This design comes from an exercise in tuning for small area and a short achievable clock period on the open sky130 flow, not from production work. Function was checked by simulation only, so behaviour that the tests miss may differ from the original.

### flow/config.mk
export PLATFORM = sky130hd
export DESIGN_NAME = Convolution
export DESIGN_NICKNAME = Convolution
export VERILOG_FILES = /design/flow/design.v
export SDC_FILE = /design/flow/constraint.sdc
export NUM_CORES = 4
export LEC_CHECK = 0
export CAP_MARGIN = 20
export CORE_MARGIN = 2
export CORE_UTILIZATION = 40
export SLEW_MARGIN = 20
### flow/constraint.sdc
create_clock -name core_clock -period 4.2 [get_ports {clk}]
set_input_delay 0.8400 -clock core_clock [delete_from_list [all_inputs] [get_ports {clk}]]
set_output_delay 0.8400 -clock core_clock [all_outputs]
set_load 0.01 [all_outputs]
### flow/design.v
module Convolution(
    clk,
    rst_n,
    in_valid,
    In_IFM_1,
    In_IFM_2,
    In_IFM_3,
    In_IFM_4,
    In_IFM_5,
    In_IFM_6,
    In_IFM_7,
    In_IFM_8,
    In_IFM_9,
    In_IFM_10,
    In_IFM_11,
    In_IFM_12,
    In_IFM_13,
    In_IFM_14,
    In_IFM_15,
    In_IFM_16,
    In_IFM_17,
    In_IFM_18,
    In_IFM_19,
    In_IFM_20,
    In_IFM_21,
    In_IFM_22,
    In_IFM_23,
    In_IFM_24,
    In_IFM_25,
    In_IFM_26,
    In_IFM_27,
    In_IFM_28,
    In_IFM_29,
    In_IFM_30,
    In_IFM_31,
    In_IFM_32,
    out_valid, 
    Out_OFM
);
input clk, rst_n, in_valid;
input [3:0]In_IFM_1;
input [3:0]In_IFM_2;
input [3:0]In_IFM_3;
input [3:0]In_IFM_4;
input [3:0]In_IFM_5;
input [3:0]In_IFM_6;
input [3:0]In_IFM_7;
input [3:0]In_IFM_8;
input [3:0]In_IFM_9;
input [3:0]In_IFM_10;
input [3:0]In_IFM_11;
input [3:0]In_IFM_12;
input [3:0]In_IFM_13;
input [3:0]In_IFM_14;
input [3:0]In_IFM_15;
input [3:0]In_IFM_16;
input [3:0]In_IFM_17;
input [3:0]In_IFM_18;
input [3:0]In_IFM_19;
input [3:0]In_IFM_20;
input [3:0]In_IFM_21;
input [3:0]In_IFM_22;
input [3:0]In_IFM_23;
input [3:0]In_IFM_24;
input [3:0]In_IFM_25;
input [3:0]In_IFM_26;
input [3:0]In_IFM_27;
input [3:0]In_IFM_28;
input [3:0]In_IFM_29;
input [3:0]In_IFM_30;
input [3:0]In_IFM_31;
input [3:0]In_IFM_32;
reg [7:0]MUL_Buffer[0:1][0:3][0:3];
reg [9:0]Adder_Buffer[0:1][0:1][0:1];
output reg out_valid;
output reg [12:0] Out_OFM;
reg [3:0] IFM[0:1][0:3][0:3];
reg [3:0] Weight[0:1][0:3][0:3];
reg current_state;
reg current_state_2;
reg current_state_3;
wire next_state;
integer i,j,k;
assign next_state = (in_valid) ? 1:0;
always@(posedge clk or negedge rst_n) begin
	if(!rst_n)
		current_state <= 0;
	else
		current_state <= next_state;
end
always@(posedge clk or negedge rst_n) begin
	if(!rst_n)
		current_state_2 <= 0;
	else
		current_state_2 <= current_state;
end
always@(posedge clk or negedge rst_n) begin
	if(!rst_n)
		current_state_3 <= 0;
	else
		current_state_3 <= current_state_2;
end
always@(posedge clk or negedge rst_n) begin
	if(!rst_n) begin
		Weight[0][0][0]  <= 4'd6;
		Weight[0][0][1]  <= 4'd14;
		Weight[0][0][2]  <= 4'd13;
		Weight[0][0][3]  <= 4'd10;
		Weight[0][1][0]  <= 4'd10;
		Weight[0][1][1]  <= 4'd14;
		Weight[0][1][2]  <= 4'd3;
		Weight[0][1][3]  <= 4'd4;
		Weight[0][2][0]  <= 4'd0;
		Weight[0][2][1]  <= 4'd6;
		Weight[0][2][2]  <= 4'd7;
		Weight[0][2][3]  <= 4'd9;
		Weight[0][3][0]  <= 4'd11;
		Weight[0][3][1]  <= 4'd12;
		Weight[0][3][2]  <= 4'd6;
		Weight[0][3][3]  <= 4'd3;
		Weight[1][0][0]  <= 4'd2;
		Weight[1][0][1]  <= 4'd1;
		Weight[1][0][2]  <= 4'd5;
		Weight[1][0][3]  <= 4'd8;
		Weight[1][1][0]  <= 4'd7;
		Weight[1][1][1]  <= 4'd13;
		Weight[1][1][2]  <= 4'd1;
		Weight[1][1][3]  <= 4'd8;
		Weight[1][2][0]  <= 4'd7;
		Weight[1][2][1]  <= 4'd12;
		Weight[1][2][2]  <= 4'd13;
		Weight[1][2][3]  <= 4'd10;
		Weight[1][3][0]  <= 4'd10;
		Weight[1][3][1]  <= 4'd9;
		Weight[1][3][2]  <= 4'd7;
		Weight[1][3][3]  <= 4'd7;
	end
end
always@(posedge clk or negedge rst_n) begin
    if(!rst_n) begin
    for(i=0;i<2;i=i+1) begin
      for(j=0;j<4;j=j+1) begin
        for(k=0; k<4; k=k+1) begin
          IFM[i][j][k] <=0;
        end
      end
    end
    end
    else if(in_valid) begin
        IFM[0][0][0] <= In_IFM_1;
        IFM[0][0][1] <= In_IFM_2;
        IFM[0][0][2] <= In_IFM_3;
        IFM[0][0][3] <= In_IFM_4;
        IFM[0][1][0] <= In_IFM_5;
        IFM[0][1][1] <= In_IFM_6;
        IFM[0][1][2] <= In_IFM_7;
        IFM[0][1][3] <= In_IFM_8;
        IFM[0][2][0] <= In_IFM_9;
        IFM[0][2][1] <= In_IFM_10;
        IFM[0][2][2] <= In_IFM_11;
        IFM[0][2][3] <= In_IFM_12;
        IFM[0][3][0] <= In_IFM_13;
        IFM[0][3][1] <= In_IFM_14;
        IFM[0][3][2] <= In_IFM_15;
        IFM[0][3][3] <= In_IFM_16;
        IFM[1][0][0] <= In_IFM_17;
        IFM[1][0][1] <= In_IFM_18;
        IFM[1][0][2] <= In_IFM_19;
        IFM[1][0][3] <= In_IFM_20;
        IFM[1][1][0] <= In_IFM_21;
        IFM[1][1][1] <= In_IFM_22;
        IFM[1][1][2] <= In_IFM_23;
        IFM[1][1][3] <= In_IFM_24;
        IFM[1][2][0] <= In_IFM_25;
        IFM[1][2][1] <= In_IFM_26;
        IFM[1][2][2] <= In_IFM_27;
        IFM[1][2][3] <= In_IFM_28;
        IFM[1][3][0] <= In_IFM_29;
        IFM[1][3][1] <= In_IFM_30;
        IFM[1][3][2] <= In_IFM_31;
        IFM[1][3][3] <= In_IFM_32;
    end
end
always@(posedge clk or negedge rst_n) begin
    if(!rst_n)
        out_valid <= 0;
    else if(current_state_3)
        out_valid <= 1;
    else
        out_valid <= 0;
end
always @(posedge clk or negedge rst_n) begin
  if (!rst_n) begin
    for(i=0;i<2;i=i+1) begin
      for(j=0;j<4;j=j+1) begin
        for(k=0; k<4; k=k+1) begin
          MUL_Buffer[i][j][k] <=0;
        end
      end
    end
  end
  else if(current_state) begin
        MUL_Buffer[0][0][0] <= IFM[0][0][0]*Weight[0][0][0];
        MUL_Buffer[0][0][1] <= IFM[0][0][1]*Weight[0][0][1];
        MUL_Buffer[0][0][2] <= IFM[0][0][2]*Weight[0][0][2];
        MUL_Buffer[0][0][3] <= IFM[0][0][3]*Weight[0][0][3];
        MUL_Buffer[0][1][0] <= IFM[0][1][0]*Weight[0][1][0];
        MUL_Buffer[0][1][1] <= IFM[0][1][1]*Weight[0][1][1];
        MUL_Buffer[0][1][2] <= IFM[0][1][2]*Weight[0][1][2];
        MUL_Buffer[0][1][3] <= IFM[0][1][3]*Weight[0][1][3];
        MUL_Buffer[0][2][0] <= IFM[0][2][0]*Weight[0][2][0];
        MUL_Buffer[0][2][1] <= IFM[0][2][1]*Weight[0][2][1];
        MUL_Buffer[0][2][2] <= IFM[0][2][2]*Weight[0][2][2];
        MUL_Buffer[0][2][3] <= IFM[0][2][3]*Weight[0][2][3];
        MUL_Buffer[0][3][0] <= IFM[0][3][0]*Weight[0][3][0];
        MUL_Buffer[0][3][1] <= IFM[0][3][1]*Weight[0][3][1];
        MUL_Buffer[0][3][2] <= IFM[0][3][2]*Weight[0][3][2];
        MUL_Buffer[0][3][3] <= IFM[0][3][3]*Weight[0][3][3];
        MUL_Buffer[1][0][0] <= IFM[1][0][0]*Weight[1][0][0];
        MUL_Buffer[1][0][1] <= IFM[1][0][1]*Weight[1][0][1];
        MUL_Buffer[1][0][2] <= IFM[1][0][2]*Weight[1][0][2];
        MUL_Buffer[1][0][3] <= IFM[1][0][3]*Weight[1][0][3];
        MUL_Buffer[1][1][0] <= IFM[1][1][0]*Weight[1][1][0];
        MUL_Buffer[1][1][1] <= IFM[1][1][1]*Weight[1][1][1];
        MUL_Buffer[1][1][2] <= IFM[1][1][2]*Weight[1][1][2];
        MUL_Buffer[1][1][3] <= IFM[1][1][3]*Weight[1][1][3];
        MUL_Buffer[1][2][0] <= IFM[1][2][0]*Weight[1][2][0];
        MUL_Buffer[1][2][1] <= IFM[1][2][1]*Weight[1][2][1];
        MUL_Buffer[1][2][2] <= IFM[1][2][2]*Weight[1][2][2];
        MUL_Buffer[1][2][3] <= IFM[1][2][3]*Weight[1][2][3];
        MUL_Buffer[1][3][0] <= IFM[1][3][0]*Weight[1][3][0];
        MUL_Buffer[1][3][1] <= IFM[1][3][1]*Weight[1][3][1];
        MUL_Buffer[1][3][2] <= IFM[1][3][2]*Weight[1][3][2];
        MUL_Buffer[1][3][3] <= IFM[1][3][3]*Weight[1][3][2];
  end
end
always @(posedge clk or negedge rst_n) begin
  if (!rst_n) begin
    for(i=0;i<2;i=i+1) begin
      for(j=0;j<2;j=j+1) begin
        for(k=0;k<2;k=k+1) begin
          Adder_Buffer[i][j][k] <=0;
        end
      end
    end
  end
  else if(current_state_2) begin
      Adder_Buffer[0][0][0] <= MUL_Buffer[0][0][0] + MUL_Buffer[0][0][1] + MUL_Buffer[0][0][2] + MUL_Buffer[0][0][3];
      Adder_Buffer[0][0][1] <= MUL_Buffer[0][1][0] + MUL_Buffer[0][1][1] + MUL_Buffer[0][1][2] + MUL_Buffer[0][1][3];
      Adder_Buffer[0][1][0] <= MUL_Buffer[0][2][0] + MUL_Buffer[0][2][1] + MUL_Buffer[0][2][2] + MUL_Buffer[0][2][3];
      Adder_Buffer[0][1][1] <= MUL_Buffer[0][3][0] + MUL_Buffer[0][3][1] + MUL_Buffer[0][3][2] + MUL_Buffer[0][3][3];
      Adder_Buffer[1][0][0] <= MUL_Buffer[1][0][0] + MUL_Buffer[1][0][1] + MUL_Buffer[1][0][2] + MUL_Buffer[1][0][3];
      Adder_Buffer[1][0][1] <= MUL_Buffer[1][1][0] + MUL_Buffer[1][1][1] + MUL_Buffer[1][1][2] + MUL_Buffer[1][1][3];
      Adder_Buffer[1][1][0] <= MUL_Buffer[1][2][0] + MUL_Buffer[1][2][1] + MUL_Buffer[1][2][2] + MUL_Buffer[1][2][3];
      Adder_Buffer[1][1][1] <= MUL_Buffer[1][3][0] + MUL_Buffer[1][3][1] + MUL_Buffer[1][3][2] + MUL_Buffer[1][3][3];
  end
end
always@(posedge clk or negedge rst_n) begin
    if(!rst_n)
        Out_OFM <= 0;
    else if(current_state_3) begin
        Out_OFM <= Adder_Buffer[0][0][0]
        + Adder_Buffer[0][0][1]
        + Adder_Buffer[0][1][0]
        + Adder_Buffer[0][1][1]
        + Adder_Buffer[1][0][0]
        + Adder_Buffer[1][0][1]
        + Adder_Buffer[1][1][0]
        + Adder_Buffer[1][1][1];
    end
    else
        Out_OFM <= 0;
end
endmodule
### flow/run.sh
#!/bin/bash
# synth_recipe.tcl (not shown) runs the flow's synth.tcl, then flattens the netlist and writes it again
# the make line also repeats each setting of config.mk as NAME=value (left out here)
make -C /OpenROAD-flow-scripts/flow DESIGN_CONFIG=/design/flow/config.mk WORK_HOME=/design/flow/orfs CLKGATE_MAP_FILE= SYNTH_SCRIPT=/design/flow/synth_recipe.tcl finish
==> impl_metrics.json <==
{
  "via_count": 14931,
  "grt_max_degree": 115,
  "cp_cell_sequence": "inv_1 -> fa_1 -> inv_1 -> fa_1 -> fa_1 -> inv_1 -> fa_1 -> inv_1 -> ha_1 -> nor2b_2 -> o21a_1 -> o211a_1 -> o2111ai_1 -> nand3_1",
  "numCtsBuffers": 50,
  "die-area_mm2": 0.0647,
  "dp_cells": 3036,
  "ys_warn_count": 5,
  "hold_class": "input pin to asynchronous set/reset pin",
  "cts_setup_buffers": 0,
  "ys.flop_type": "dfrtp_1",
  "clock-sinks": 417,
  "drc_errors": 0,
  "cts_tree": "built",
  "synth_edf_count": 0,
  "worstReg2RegStart": "Adder_Buffer[0][4]",
  "grt_usage_pct": 16.5,
  "ys_seq_elements": 417,
  "htreeDepth": 2,
  "relSlewSlack_pct": 35.8,
  "final_util_pct": 47.2,
  "crit_required_ns": 4.66,
  "cts_hold_buf": 0,
  "path_max_fanout": 5,
  "ios": 145,
  "slowest_delay_ns": 0.54,
  "status": "complete, no violations",
  "grt_overflow": 0,
  "async_flop_share_pct": 100,
  "cts-root-buf": "clkbuf_16",
  "vias_per_cell": 4.78,
  "critPathSlowestCell": "fa_1",
  "syn_to_final_growth_pct": 16.5,
  "setup_tns_ns": 0,
  "syn-num-nets": 2666,
  "core_mm2": 0.0618,
  "rr_endpoint": "Out_OFM[12]",
  "synthTopCellsByArea": "dfrtp_1 (42%), fa_1 (15%), ha_1 (12%)",
  "drv_slew": 0,
  "gp_congestion": 0.842,
  "synth_cells": 2097,
  "synth_top_area_cell": "dfrtp_1",
  "finalCritPeriodShare_pct": 96.0,
  "clock_skew_ns": 0.0177,
  "final_cells": 3124,
  "drive_gt1_share_pct": 15.3,
  "finalCriticalPeriod_ns": 4.03,
  "insertedDiodeCount": 0,
  "antenna_found_initial": 0,
  "clk_path_buf_depth": 3,
  "pre_cts_slack_ns": 0.0892,
  "clk_latency_ns": 0.58,
  "ant_nets": 0,
  "die_height_um": 254,
  "fmax_mhz": 248,
  "port_buffers": 140,
  "start_util_pct": 40.6,
  "r2r_slack_ns": 0.17,
  "worst_slew_pin_slew_ns": 0.962,
  "netlist.area_leader.share_pct": 41.6,
  "crit_path_end_kind": "flop",
  "num_rows": 91,
  "syn_avg_cell_area_um2": 12.0,
  "wl_mm": 51.0,
  "dr.first_iter.drc_count": 612,
  "syn_area_mm2": 0.0251,
  "firstDrtPassIters": 6,
  "setup_violations": 0,
  "crit_arrival_ns": 4.49,
  "cts-resized-gates": 0,
  "synth_cell_type_count": 45,
  "final_common_cell": "dfrtp_1",
  "crit_type": "flop to flop",
  "path_clk_slew_ns": 0.06,
  "grt_pass1_vias": 16337,
  "startpoint_type": "flop",
  "fp.dieW_um": 254,
  "reg2reg_depth": 14,
  "yosysSeqAreaShare_pct": 41.6,
  "setup_ws_ns": 0.169,
  "drt-wirelength-per-cell_um": 16.3,
  "grt_pass1_wl_mm": 84.9,
  "dpl.hpwl_mm": 38.8,
  "fin_nets": 2820,
  "final_cell_mix": "dfrtp_1 (415), inv_1 (304), ha_1 (248)",
  "drv_cap": 0,
  "hold_violations": 0
}
[flip-flops by register name (all words and copies together) (netlist names)]
name / flops
Adder_Buffer: 78
current_state: 1
out_valid: 1
IFM: 124
MUL_Buffer: 198
current_state_2: 1
current_state_3: 1
Out_OFM: 13
[cell families after synthesis]
| kind of cell | count (synthesis) | synth area share (%) |
|---|---|---|
| adder cells (fa/ha/maj) | 438 | 27.5 |
| flip-flops | 417 | 41.6 |
| buffers and inverters | 368 | 5.59 |
| AO/OA/AOI/OAI | 308 | 7.03 |
| multiplexers | 266 | 11.8 |
| AND/OR/NAND/NOR | 228 | 3.95 |
| XOR/XNOR | 72 | 2.52 |
[cells in the mapped netlist (6+ instances only)]
library cell and n:
a21o_1 31, mux2i_1 33, o21ai_0 114, nand2_1 98, o22ai_1 6, buf_2 16
xor2_1 10, nand2b_1 9, ha_1 250, a21oi_1 113, inv_1 306, nand4_1 6
nor2b_1 9, a31oi_1 6, nor2_1 71, buf_1 17, clkbuf_1 28, nand3_1 10
nor3_1 7, xnor2_1 62, mux2_2 231, dfrtp_1 417, fa_1 188, and2_1 7
[final cells by class]
type                    count  area (um2)
well taps                 837        1050
clock buffers              75        1480
fillers                  5524       32600
clock inverters            13         125
inverters                 307        1150
flip-flops and latches    417       10400
repair buffers            163        1680
multi-input cells        1312       13300
[routing by layer]
layer	up-vias	wire (um)	part of all wire, %	GRT usage, %
met5	-	0	0	0
met4	0	1170	2.3	4.25
met3	67	1880	3.7	2.84
met2	190	24300	48	27.7
met1	7449	23600	46	22.3
li1	7225	-	-	-
[stage by stage]
step	hold slack (ns)	instance area, um2
3_3_place_gp	0.483	27600
3_5_place_dp	0.493	27600
6_report	0.361	29200
2_1_floorplan	0.349	25100
4_1_cts	0.381	29200
5_1_grt	0.402	29200
[worst max-delay path: cells and delay by family (launching register included)]
family                     cells  cell delay, ns
AOI/OAI and AO/OA              3            0.67
adders and majority gates      5            2.42
buffers and inverters          4            0.21
DFF                            1            0.33
and+or+nand+nor                2            0.26
[worst max-delay path by stage]
| stage | startpoint | to | cells after the start |
|---|---|---|---|
| after floorplan | Adder_Buffer[0][5] | Out_OFM[11] | 14 |
| final | Adder_Buffer[0][4] | Out_OFM[12] | 14 |
| after CTS | Adder_Buffer[0][3] | Out_OFM[11] | 14 |
| after global placement | Adder_Buffer[0][3] | Out_OFM[11] | 14 |
| after global routing | Adder_Buffer[0][6] | Out_OFM[9] | 14 |
| after detailed placement | Adder_Buffer[0][3] | Out_OFM[11] | 14 |

==> separate check: timing with driven ports <==
The results above use ideal ports. As a check the final layout listed here was re-extracted and re-timed, cells and wires unchanged. Step 1, drivers: a clkbuf_16 drives clk and a buf_2 each remaining input, both assumed. Step 2 also shifts input and output timing later by t, the mid clock arrival at the registers, as if the neighbouring blocks saw the same clock. a / b / c = ideal ports / drivers / drivers and shift; a / b = the first two.
t, ns: 0.639
slack for setup (ns): 0.169 / 0.169 / 0.169
slew at the worst register clock pin (ns): 0.06 / 0.06
After both steps setup and hold are still met in this run. For this run, drivers alone change the setup slack by 0.000 ns; drivers and shift together by 0.000 ns.
